Context: an optimization exercise on an open-source flow, tuned for small area, a short achievable clock period and few clock cycles per item. The choices shown serve that exercise and are no tape-out recipe.

==> trial 42 <==
==> flow/design.v <==
module ascon_round (
    input  [63:0] x0, x1, x2, x3, x4,
    input  [63:0] m0, m1, m2, m3, m4,
    output [63:0] y0, y1, y2, y3, y4
);
    wire [63:0] a0 = x0 ^ x4;
    wire [63:0] a4 = x4 ^ x3;
    wire [63:0] a2 = x2 ^ x1;
    wire [63:0] b0 = a0 ^ (~x1 & a2);
    wire [63:0] b1 = x1 ^ (~a2 & x3);
    wire [63:0] b2 = a2 ^ (~x3 & a4);
    wire [63:0] b3 = x3 ^ (~a4 & a0);
    wire [63:0] b4 = a4 ^ (~a0 & x1);
    wire [63:0] s0 = b0 ^ b4;
    wire [63:0] s1 = b1 ^ b0;
    wire [63:0] s2 = ~b2;
    wire [63:0] s3 = b3 ^ b2;
    wire [63:0] s4 = b4;
    assign y0 = s0 ^ {s0[18:0], s0[63:19]} ^ {s0[27:0], s0[63:28]} ^ m0;
    assign y1 = s1 ^ {s1[60:0], s1[63:61]} ^ {s1[38:0], s1[63:39]} ^ m1;
    assign y2 = s2 ^ {s2[0],    s2[63:1]}  ^ {s2[5:0],  s2[63:6]}  ^ m2;
    assign y3 = s3 ^ {s3[9:0],  s3[63:10]} ^ {s3[16:0], s3[63:17]} ^ m3;
    assign y4 = s4 ^ {s4[6:0],  s4[63:7]}  ^ {s4[40:0], s4[63:41]} ^ m4;
endmodule
module ascon128_top(CLK, RST, START, SK, N, A, P, DONE, C, T);
    input CLK;
    input RST;
    input START;
    input [127:0] SK, N;
    input [63:0] A;
    input [63:0] P;
    output reg DONE;
    output [63:0] C;
    output [127:0] T;
    reg [63:0] x0, x1, x2, x3, x4;
    reg [127:0] k;
    reg [63:0] a_r, c_r;
    reg busy;
    reg [1:0] ph;      
    reg [3:0] rd;      
    reg e_a, e_p, e_k, e_t;
    reg [7:0] rc2;     
    reg [7:0] rc3;     
    wire last_rd = e_a | e_p | e_k | e_t;
    wire [3:0] rd_n = last_rd ? ((ph == 2'd2) ? 4'd0 : 4'd6) : rd + 4'd2;
    wire [1:0] ph_n = last_rd ? ph + 2'd1 : ph;
    wire last_n = (rd_n == 4'd10);
    wire [3:0] rd_nn = last_n ? ((ph_n == 2'd2) ? 4'd0 : 4'd6) : rd_n + 4'd2;
    wire [3:0] rd_n1 = rd_n + 4'd1;
    wire [63:0] m0 = ({64{e_a}} & a_r) | ({64{e_p}} & c_r);
    wire [63:0] m1 = {64{e_k}} & k[127:64];
    wire [63:0] m2 = ({64{e_k}} & k[63:0]) ^ {56'd0, rc3};
    wire [63:0] m3 = {64{e_a | e_t}} & k[127:64];
    wire [63:0] m4 = ({64{e_a | e_t}} & k[63:0]) ^ {63'd0, e_p};
    wire [63:0] h0, h1, h2, h3, h4;
    wire [63:0] y0, y1, y2, y3, y4;
    ascon_round u_round1 (
        .x0(x0), .x1(x1), .x2(x2), .x3(x3), .x4(x4),
        .m0(64'd0), .m1(64'd0), .m2({56'd0, rc2}), .m3(64'd0), .m4(64'd0),
        .y0(h0), .y1(h1), .y2(h2), .y3(h3), .y4(h4));
    ascon_round u_round2 (
        .x0(h0), .x1(h1), .x2(h2), .x3(h3), .x4(h4),
        .m0(m0), .m1(m1), .m2(m2), .m3(m3), .m4(m4),
        .y0(y0), .y1(y1), .y2(y2), .y3(y3), .y4(y4));
    always @(posedge CLK) begin
        if (!busy) begin
            x0  <= 64'h80400c0600000000;
            x1  <= SK[127:64];
            x2  <= SK[63:0] ^ 64'hf0;
            x3  <= N[127:64];
            x4  <= N[63:0];
            k   <= SK;
            a_r <= A;
            c_r <= P;
        end else begin
            x0 <= y0;
            x1 <= y1;
            x2 <= y2;
            x3 <= y3;
            x4 <= y4;
            if (e_p) c_r <= y0;
        end
    end
    always @(posedge CLK) begin
        if (RST) begin
            busy <= 1'b0;
            DONE <= 1'b0;
            ph   <= 2'd0;
            rd   <= 4'd0;
            rc2  <= 8'he1;
            rc3  <= 8'hd2;
            e_a  <= 1'b0;
            e_p  <= 1'b0;
            e_k  <= 1'b0;
            e_t  <= 1'b0;
        end else begin
            DONE <= e_t;
            if (!busy) begin
                busy <= START;
                ph   <= 2'd0;
                rd   <= 4'd0;
                rc2  <= 8'he1;
                rc3  <= 8'hd2;
                e_a  <= 1'b0;
                e_p  <= 1'b0;
                e_k  <= 1'b0;
                e_t  <= 1'b0;
            end else begin
                busy <= ~e_t;
                rd   <= rd_n;
                ph   <= ph_n;
                rc2  <= {~rd_n1, rd_n1};
                rc3  <= {~rd_nn, rd_nn};
                e_a  <= last_n & (ph_n == 2'd0);
                e_p  <= last_n & (ph_n == 2'd1);
                e_k  <= last_n & (ph_n == 2'd2);
                e_t  <= last_n & (ph_n == 2'd3);
            end
        end
    end
    assign C = c_r;
    assign T = {x3, x4};
endmodule
==> flow/run.sh <==
#!/bin/bash
# synth_recipe.tcl (not shown) runs the flow's synth.tcl, then flattens the netlist and writes it again
# the make line also repeats each setting of config.mk as NAME=value (left out here)
make -C /OpenROAD-flow-scripts/flow DESIGN_CONFIG=/design/flow/config.mk WORK_HOME=/design/flow/orfs CLKGATE_MAP_FILE= SYNTH_SCRIPT=/design/flow/synth_recipe.tcl finish
==> flow/config.mk <==
export PLATFORM = sky130hd
export DESIGN_NAME = ascon128_top
export DESIGN_NICKNAME = ascon128_top
export VERILOG_FILES = /design/flow/design.v
export SDC_FILE = /design/flow/constraint.sdc
export NUM_CORES = 8
export LEC_CHECK = 0
export ABC_CLOCK_PERIOD_IN_PS = 3000
export CAP_MARGIN = 20
export CORE_MARGIN = 2
export CORE_UTILIZATION = 40
export SETUP_SLACK_MARGIN = 5
export SLEW_MARGIN = 20
==> flow/constraint.sdc <==
create_clock -name core_clock -period 8.0 [get_ports {CLK}]
set_input_delay 1.6000 -clock core_clock [delete_from_list [all_inputs] [get_ports {CLK}]]
set_output_delay 1.6000 -clock core_clock [all_outputs]
set_load 0.01 [all_outputs]
==> inputs of build 49, as changes to trial 42 <==
==> flow/design.v (replaced) <==
module ascon_round (
    input  [63:0] x0, x1, x2, x3, x4,
    input  [63:0] m0, m1, m2, m3, m4,
    output [63:0] y0, y1, y2, y3, y4
);
    wire [63:0] s0 = (x1 & ~(x4 ^ x2 ^ x0)) ^ (x3 ^ x2 ^ x0);
    wire [63:0] s1 = ((x1 & x2) | (x3 & (x1 | x2))) ^ (x0 ^ x1 ^ x2 ^ x3 ^ x4);
    wire [63:0] s2 = ~((x4 & ~x3) ^ x1 ^ x2);
    wire [63:0] s3 = (x0 | (x3 ^ x4)) ^ x1 ^ x2;
    wire [63:0] s4 = (x1 & ~(x0 ^ x4)) ^ x3 ^ x4;
    assign y0 = s0 ^ {s0[18:0], s0[63:19]} ^ {s0[27:0], s0[63:28]} ^ m0;
    assign y1 = s1 ^ {s1[60:0], s1[63:61]} ^ {s1[38:0], s1[63:39]} ^ m1;
    assign y2 = s2 ^ {s2[0],    s2[63:1]}  ^ {s2[5:0],  s2[63:6]}  ^ m2;
    assign y3 = s3 ^ {s3[9:0],  s3[63:10]} ^ {s3[16:0], s3[63:17]} ^ m3;
    assign y4 = s4 ^ {s4[6:0],  s4[63:7]}  ^ {s4[40:0], s4[63:41]} ^ m4;
endmodule
module ascon128_top(CLK, RST, START, SK, N, A, P, DONE, C, T);
    input CLK;
    input RST;
    input START;
    input [127:0] SK, N;
    input [63:0] A;
    input [63:0] P;
    output reg DONE;
    output [63:0] C;
    output [127:0] T;
    reg [63:0] x0, x1, x2, x3, x4;
    reg [127:0] k;
    reg [63:0] a_r, c_r;
    reg busy;
    reg [1:0] ph;      
    reg [3:0] rd;      
    reg e_a, e_p, e_k, e_t;
    reg e_at;          
    reg e_c;           
    reg [7:0] rc;      
    wire last_rd = e_a | e_p | e_k | e_t;
    wire [3:0] rd_n = last_rd ? ((ph == 2'd2) ? 4'd0 : 4'd6) : rd + 4'd1;
    wire [1:0] ph_n = last_rd ? ph + 2'd1 : ph;
    wire [3:0] rd_nn = (rd_n == 4'd11) ? ((ph_n == 2'd2) ? 4'd0 : 4'd6) : rd_n + 4'd1;
    wire last_n = (rd_n == 4'd11);
    wire [63:0] m0 = ({64{e_a}} & a_r) | ({64{e_p}} & c_r);
    wire [63:0] m1 = {64{e_k}} & k[127:64];
    wire [63:0] m2 = ({64{e_k}} & k[63:0]) ^ {56'd0, rc};
    wire [63:0] m3 = {64{e_at}} & k[127:64];
    wire [63:0] m4 = ({64{e_at}} & k[63:0]) ^ {63'd0, e_p};
    wire [63:0] y0, y1, y2, y3, y4;
    ascon_round u_round (
        .x0(x0), .x1(x1), .x2(x2), .x3(x3), .x4(x4),
        .m0(m0), .m1(m1), .m2(m2), .m3(m3), .m4(m4),
        .y0(y0), .y1(y1), .y2(y2), .y3(y3), .y4(y4));
    always @(posedge CLK) begin
        if (!busy) begin
            x0  <= 64'h80400c0600000000;
            x1  <= SK[127:64];
            x2  <= SK[63:0] ^ 64'hf0;
            x3  <= N[127:64];
            x4  <= N[63:0];
            k   <= SK;
            a_r <= A;
            c_r <= P;
        end else begin
            x0 <= y0;
            x1 <= y1;
            x2 <= y2;
            x3 <= y3;
            x4 <= y4;
            if (e_c) c_r <= x0;
        end
    end
    always @(posedge CLK) begin
        if (RST) begin
            busy <= 1'b0;
            DONE <= 1'b0;
            e_c  <= 1'b0;
            ph   <= 2'd0;
            rd   <= 4'd0;
            rc   <= 8'he1;
            e_a  <= 1'b0;
            e_p  <= 1'b0;
            e_k  <= 1'b0;
            e_t  <= 1'b0;
            e_at <= 1'b0;
        end else begin
            DONE <= e_t;
            e_c  <= e_p & busy;
            if (!busy) begin
                busy <= START;
                ph   <= 2'd0;
                rd   <= 4'd0;
                rc   <= 8'he1;
                e_a  <= 1'b0;
                e_p  <= 1'b0;
                e_k  <= 1'b0;
                e_t  <= 1'b0;
                e_at <= 1'b0;
            end else begin
                busy <= ~e_t;
                rd   <= rd_n;
                ph   <= ph_n;
                rc   <= {~rd_nn, rd_nn};
                e_a  <= last_n & (ph_n == 2'd0);
                e_p  <= last_n & (ph_n == 2'd1);
                e_k  <= last_n & (ph_n == 2'd2);
                e_t  <= last_n & (ph_n == 2'd3);
                e_at <= last_n & ((ph_n == 2'd0) | (ph_n == 2'd3));
            end
        end
    end
    assign C = c_r;
    assign T = {x3, x4};
endmodule
==> flow/flow/run.sh (new file) <==
#!/bin/bash
# Layout flow: the standard synthesis unchanged, then the standard ORFS
# steps with a tighter timing-repair target, plain buffers on the ports and a
# clock tree built from smaller buffers. Each tool's output goes to its own log.
set -euo pipefail
here=$(cd "$(dirname "$0")" && pwd)
source "$here/params.sh"
bash standard.sh synth > synth.log 2>&1
bash standard.sh \
  SETUP_SLACK_MARGIN="$SETUP_MARGIN" \
  TNS_END_PERCENT="$TNS_END" \
  BUFFER_PORTS_ARGS="-buffer_cell $PORT_BUF" \
  CTS_ARGS="$CTS_ARGS" \
  finish > layout.log 2>&1
==> flow/flow/params.sh (new file) <==
SETUP_MARGIN=5.5
TNS_END=100
PORT_BUF=sky130_fd_sc_hd__buf_2
CTS_ARGS="-sink_clustering_enable -repair_clock_nets -dont_use_dummy_load -buf_list {sky130_fd_sc_hd__clkbuf_16} -sink_clustering_size 20 -sink_clustering_max_diameter 80"
==> flow/standard.sh (new file) <==
#!/bin/bash
# synth_recipe.tcl (not shown) runs the flow's synth.tcl, then flattens the netlist and writes it again
# the make line also repeats each setting of config.mk as NAME=value (left out here)
make -C /OpenROAD-flow-scripts/flow DESIGN_CONFIG=/design/flow/config.mk WORK_HOME=/design/flow/orfs CLKGATE_MAP_FILE= SYNTH_SCRIPT=/design/flow/synth_recipe.tcl "${@:-finish}"
Settings changed: ABC_CLOCK_PERIOD_IN_PS 3000 to not set, SETUP_SLACK_MARGIN 5 to not set.
removed: flow/run.sh
==> comparison <==
Build 49 ran to the end with no violations. Trial 42 completed, yet does not pass: capacitance limit, slew limit.
In build 49 the cell count is smaller than in trial 42, by 40%.
Critical path depth: build 49 is lower than trial 42 (4).
Utilization: build 49 is lower than trial 42 (30 points).
In first-iteration DRC count, trial 42 is at 2.8 times the value of build 49.
Function was not checked in any run of this note: the RTL went through the layout flow alone.

re-timing with driven ports:
Ports are ideal in the flow. The routed layouts listed here were re-timed in OpenROAD.
Step 1 (the two cells are an assumption about what drives the block):
set clk [get_ports {CLK}]
set_driving_cell -lib_cell sky130_fd_sc_hd__clkbuf_16 $clk
set_driving_cell -lib_cell sky130_fd_sc_hd__buf_2 [delete_from_list [all_inputs] $clk]
Step 2 adds t to the input delays and takes it off the output delays; t is the mean of the earliest and latest rising clock arrival at the registers after step 1. Input paths then give back, and output paths get back, about the clock's delay inside the block.
Three values: ideal ports, drivers, drivers and shift; two values: the first two.
| run | t, ns | setup WS [ns] | worst setup path at the end | clock arrival spread, ns |
|---|---|---|---|---|
| trial 42 | 0.828 | 3.397 / 3.397 / 3.397 | register to register | 0.039 / 0.040 |
| build 49 | 0.674 | 5.170 / 5.098 / 5.347 | input to register | 0.083 / 0.083 |
